Background: an optimization exercise with open tools, aiming at a short achievable clock period and few clock cycles. Do not read the settings as production practice. At most, simulation tests tie the RTL to the original design; equivalence was not proved. The flow treats the clock pin as an ideal source, which a real chip does not have. Power and IR drop assume default switching activity.

// riscv
module riscv(
	input	wire		clk,
	input	wire		rst,		 
	input	wire	[31:0]	inst_i,		 
	output	wire	[31:0]	inst_addr_o,	 
	output	wire		inst_ce_o,	 
	input	wire	[31:0]	data_i,		 
	output	wire		data_we_o,	 
	output	wire		data_ce_o,	 
	output	wire	[31:0]	data_addr_o,	 
	output	wire	[31:0]	data_o		 
);
Size in the first run: ~10000 cells after synthesis, about 170 I/O pins.
Settings: LEC_CHECK=0, CAP_MARGIN=20, CORE_MARGIN=2, CORE_UTILIZATION=40, CTS_CLUSTER_DIAMETER=150, CTS_CLUSTER_SIZE=20, PLACE_DENSITY=0.6, SLEW_MARGIN=20, SYNTH_HIERARCHICAL=1, TNS_END_PERCENT=100; clock period 10.0 ns.
standard.sh (not shown) runs the stock make flow with config.mk's settings and CLKGATE_MAP_FILE= SYNTH_SCRIPT=/design/flow/synth_recipe.tcl, a recipe that flattens the netlist after the stock synthesis.
==> flow/flow/run.sh <==
#!/bin/bash
set -u
bash standard.sh SETUP_SLACK_MARGIN=6.7 finish > standard_flow.log 2>&1
Change:
--- a/flow/design.v
+++ b/flow/design.v
@@ -49,27 +49,25 @@
 endgenerate
 endmodule
 module riscv_if_static(
 	input	[31:0]		pc_i,
 	input	[31:0]		inst_i,
 	input	[12+1:2]	ras_i,
-	input			eauipc_i,	 
-	input	[4:0]		erd_i,		 
+	input			fus_i,		 
 	input	[31:0]		epc_i,		 
 	input	[31:12]		esum_i,		 
 	output			pred_o,
 	output	[31:2]		tgt_o
 );
 wire	[4:0]	opc = inst_i[6:2];
 wire	[4:0]	rd  = inst_i[11:7];
 wire	[4:0]	rs1 = inst_i[19:15];
 wire	s   = inst_i[31];
 wire	jal  = (opc == 5'b11011);
 wire	jalr = (opc == 5'b11001);
 wire	bb   = (opc == 5'b11000) & s;
-wire	fus_i = eauipc_i & (rs1 == erd_i);
 wire	[12:1]	jimm = {s, inst_i[20], inst_i[30:21]};
 wire	[12:1]	bimm = {s, inst_i[7], inst_i[30:25], inst_i[11:8]};
 wire	[12:1]	jlo, blo;
 wire		jc, bc;
 riscv_if_add12 JA(.a_i(pc_i[12:1]), .b_i(jimm), .s_o(jlo), .c_o(jc));
 riscv_if_add12 BA(.a_i(pc_i[12:1]), .b_i(bimm), .s_o(blo), .c_o(bc));
@@ -910,14 +908,13 @@
 wire		s_pred;
 wire	[31:2]	s_tgt;
 riscv_if_static SP(
 	.pc_i(pc),
 	.inst_i(inst_i),
 	.ras_i(ras0),
-	.eauipc_i(e_valid & e_we & e_auipc),
-	.erd_i(e_rd),
+	.fus_i(d_jalr & e_auipc & h1e),
 	.epc_i(e_pc),
 	.esum_i(sum[31:12]),
 	.pred_o(s_pred),
 	.tgt_o(s_tgt)
 );
 wire	s_use = ~f_hit & s_pred;
Routed wire length is lower by 2.3%.
Fmax is higher by 3.2%.
Global-route usage is lower by 1.3 points.
Via count is lower by about 0.9%.
Design area is lower by about 2.2%.
Clock power is lower by about 1%.
Count of clock-buffer cells in the layout is higher by 1.
Sequential share of layout area is higher by 0.89 points.
Worst hold slack gains 34 ps.
Utilization is lower by 1.1 points.
Combinational power is lower by about 1%.
Die area is about the same.
Critical path depth is higher by 6.
Testbench counts after the change, summed over its fixed seeds: cycles 149,965.
Only the layout flow was run in the first run of this note; the RTL was not checked for function there.


Another version of the RTL of riscv (not shown whole).
For scale: roughly 10000 cells after synthesis, about 170 I/O pins, roughly 120000 µm² of cells after synthesis.
==> module riscv_if_static, before the edit <==
module riscv_if_static(
	input	[31:0]		pc_i,
	input	[31:0]		inst_i,
	input	[12+1:2]	ras_i,
	input			eauipc_i,	 
	input	[4:0]		erd_i,		 
	input	[31:0]		epc_i,		 
	input	[31:12]		esum_i,		 
	output			pred_o,
	output	[31:2]		tgt_o
);
wire	[4:0]	opc = inst_i[6:2];
wire	[4:0]	rd  = inst_i[11:7];
wire	[4:0]	rs1 = inst_i[19:15];
wire	s   = inst_i[31];
wire	jal  = (opc == 5'b11011);
wire	jalr = (opc == 5'b11001);
wire	bb   = (opc == 5'b11000) & s;
wire	fus_i = eauipc_i & (rs1 == erd_i);
wire	[12:1]	jimm = {s, inst_i[20], inst_i[30:21]};
wire	[12:1]	bimm = {s, inst_i[7], inst_i[30:25], inst_i[11:8]};
wire	[12:1]	jlo, blo;
wire		jc, bc;
riscv_if_add12 JA(.a_i(pc_i[12:1]), .b_i(jimm), .s_o(jlo), .c_o(jc));
riscv_if_add12 BA(.a_i(pc_i[12:1]), .b_i(bimm), .s_o(blo), .c_o(bc));
wire	[11:0]	flo;
wire		fc;
riscv_if_add12 FA(.a_i(epc_i[11:0]), .b_i(inst_i[31:20]), .s_o(flo), .c_o(fc));
riscv_if_ssel SEL(
	.fus_i(fus_i),
	.fc_i(fc),
	.flo_i(flo[11:2]),
	.fhi_i(esum_i),
	.jal_i(jal),
	.bb_i(bb),
	.s_i(s),
	.jc_i(jc),
	.bc_i(bc),
	.jlo_i(jlo[12:2]),
	.blo_i(blo[12:2]),
	.hi_i(pc_i[31:13]),
	.ras_i(ras_i),
	.jalr_i(jalr),
	.pred_o(pred_o),
	.tgt_o(tgt_o)
);
endmodule
==> module riscv_if_ssel, before the edit <==
module riscv_if_ssel(
	input		fus_i,
	input		fc_i,
	input	[11:2]	flo_i,
	input	[31:12]	fhi_i,
	input		jal_i,
	input		bb_i,
	input		s_i,
	input		jc_i,
	input		bc_i,
	input	[12:2]	jlo_i,
	input	[12:2]	blo_i,
	input	[31:13]	hi_i,
	input	[12+1:2]	ras_i,
	input		jalr_i,
	output		pred_o,
	output	[31:2]	tgt_o
);
assign	pred_o = jal_i | bb_i | jalr_i;
assign	tgt_o  = jal_i ? {hi_i, jlo_i} : bb_i ? {hi_i, blo_i} : fus_i ? {fhi_i, flo_i} :
		 {hi_i[31:12+2], ras_i};
endmodule
==> flow/config.mk <==
export PLATFORM = sky130hd
export DESIGN_NAME = riscv
export DESIGN_NICKNAME = riscv
export VERILOG_FILES = /design/flow/design.v
export SDC_FILE = /design/flow/constraint.sdc
export NUM_CORES = 8
export LEC_CHECK = 0
export CAP_MARGIN = 20
export CORE_MARGIN = 2
export CORE_UTILIZATION = 40
export CTS_CLUSTER_DIAMETER = 150
export CTS_CLUSTER_SIZE = 20
export PLACE_DENSITY = 0.6
export SLEW_MARGIN = 20
export SYNTH_HIERARCHICAL = 1
export TNS_END_PERCENT = 100
==> flow/constraint.sdc <==
create_clock -name core_clock -period 10.0 [get_ports {clk}]
set_input_delay 2.0000 -clock core_clock [delete_from_list [all_inputs] [get_ports {clk}]]
set_output_delay 2.0000 -clock core_clock [all_outputs]
set_load 0.01 [all_outputs]
==> flow/flow/run.sh <==
#!/bin/bash
set -u
here=$(pwd)
bash standard.sh SETUP_SLACK_MARGIN=6.7 POST_CTS_TCL="$here/flow/post_cts.tcl" finish > standard_flow.log 2>&1
==> flow/flow/post_cts.tcl <==
# Sourced by ORFS at the end of its CTS step: one more setup repair, this
# time without the platform's cell-footprint restriction, then legalize.
puts "post_cts.tcl: extra repair_timing"
repair_timing -setup -setup_margin 6.7 -repair_tns 100 -max_passes 50 -verbose
detailed_placement
check_placement -verbose
Rerun with:
--- a/flow/design.v
+++ b/flow/design.v
@@ -61,14 +61,14 @@
 );
 wire	[4:0]	opc = inst_i[6:2];
 wire	[4:0]	rd  = inst_i[11:7];
 wire	[4:0]	rs1 = inst_i[19:15];
 wire	s   = inst_i[31];
-wire	jal  = (opc == 5'b11011);
-wire	jalr = (opc == 5'b11001);
-wire	bb   = (opc == 5'b11000) & s;
-wire	fus_i = eauipc_i & (rs1 == erd_i);
+wire	jal = (opc == 5'b11011) & (inst_i[19:12] == {8{s}});
+wire	bb  = (opc == 5'b11000) & s;
+wire	ret = (opc == 5'b11001) & ((rs1 == 5'd1) | (rs1 == 5'd5)) & ~((rd == 5'd1) | (rd == 5'd5));
+wire	fus_i = (opc == 5'b11001) & eauipc_i & (rs1 == erd_i);
 wire	[12:1]	jimm = {s, inst_i[20], inst_i[30:21]};
 wire	[12:1]	bimm = {s, inst_i[7], inst_i[30:25], inst_i[11:8]};
 wire	[12:1]	jlo, blo;
 wire		jc, bc;
 riscv_if_add12 JA(.a_i(pc_i[12:1]), .b_i(jimm), .s_o(jlo), .c_o(jc));
@@ -81,18 +81,18 @@
 	.fc_i(fc),
 	.flo_i(flo[11:2]),
 	.fhi_i(esum_i),
 	.jal_i(jal),
 	.bb_i(bb),
+	.ret_i(ret),
 	.s_i(s),
 	.jc_i(jc),
 	.bc_i(bc),
 	.jlo_i(jlo[12:2]),
 	.blo_i(blo[12:2]),
 	.hi_i(pc_i[31:13]),
 	.ras_i(ras_i),
-	.jalr_i(jalr),
 	.pred_o(pred_o),
 	.tgt_o(tgt_o)
 );
 endmodule
 module riscv_if_ssel(
@@ -100,22 +100,22 @@
 	input		fc_i,
 	input	[11:2]	flo_i,
 	input	[31:12]	fhi_i,
 	input		jal_i,
 	input		bb_i,
+	input		ret_i,
 	input		s_i,
 	input		jc_i,
 	input		bc_i,
 	input	[12:2]	jlo_i,
 	input	[12:2]	blo_i,
 	input	[31:13]	hi_i,
 	input	[12+1:2]	ras_i,
-	input		jalr_i,
 	output		pred_o,
 	output	[31:2]	tgt_o
 );
-assign	pred_o = jal_i | bb_i | jalr_i;
+assign	pred_o = jal_i | bb_i | fus_i | ret_i;
 assign	tgt_o  = jal_i ? {hi_i, jlo_i} : bb_i ? {hi_i, blo_i} : fus_i ? {fhi_i, flo_i} :
 		 {hi_i[31:12+2], ras_i};
 endmodule
 module riscv_if_add12(
 	input	[11:0]	a_i,
What happened:
- The new run ran to the end with no violations
- maximum frequency falls by a few percent
- utilization falls by 1.4 points
- hold slack gets worse by 61 ps
- global-route usage falls by 1.1 points
- total power falls by a few percent
- die area is about the same
- synthesized cell count hardly moves
- worst setup slack gets worse by 230 ps
- routed wire length falls by a few percent
- synthesized area stays flat
- via count falls slightly
- clock power falls slightly
- final area falls by a few percent
No functional check of the RTL was part of any run of this note.

-- what the ideal ports hide --
In the flow no input, the clock included, has a driving cell. The finished layouts below were timed again as built, in two steps. Step 1 sets driving cells, clkbuf_16 on the clock port and buf_2 on the other inputs (assumed; they add their load-dependent delay and slew). Step 2, shift: input delay + t, output delay - t, t = (earliest + latest rising clock arrival at the registers) / 2. This alone moves slack from input paths to output paths. Slacks: ideal ports / drivers / drivers and shift; pairs: ideal ports / drivers.
| run | t (ns) | setup slack, ns | clock arrival spread, ns |
|---|---|---|---|
| the first run of note 1 | 1.016 | 6.233 / 6.233 / 5.220 | 0.129 / 0.129 |
| the second run of note 1 | 0.994 | 6.351 / 6.351 / 5.364 | 0.141 / 0.140 |
| the first run of note 2 | 1.018 | 6.038 / 6.103 / 5.084 | 0.123 / 0.123 |
| the second run of note 2 | 0.951 | 5.809 / 5.686 / 4.735 | 0.086 / 0.086 |
After both steps setup and hold are still met in every run listed. For the second run of note 2, which loses most, drivers alone change the setup slack by -0.123 ns; drivers and shift together by -1.074 ns.
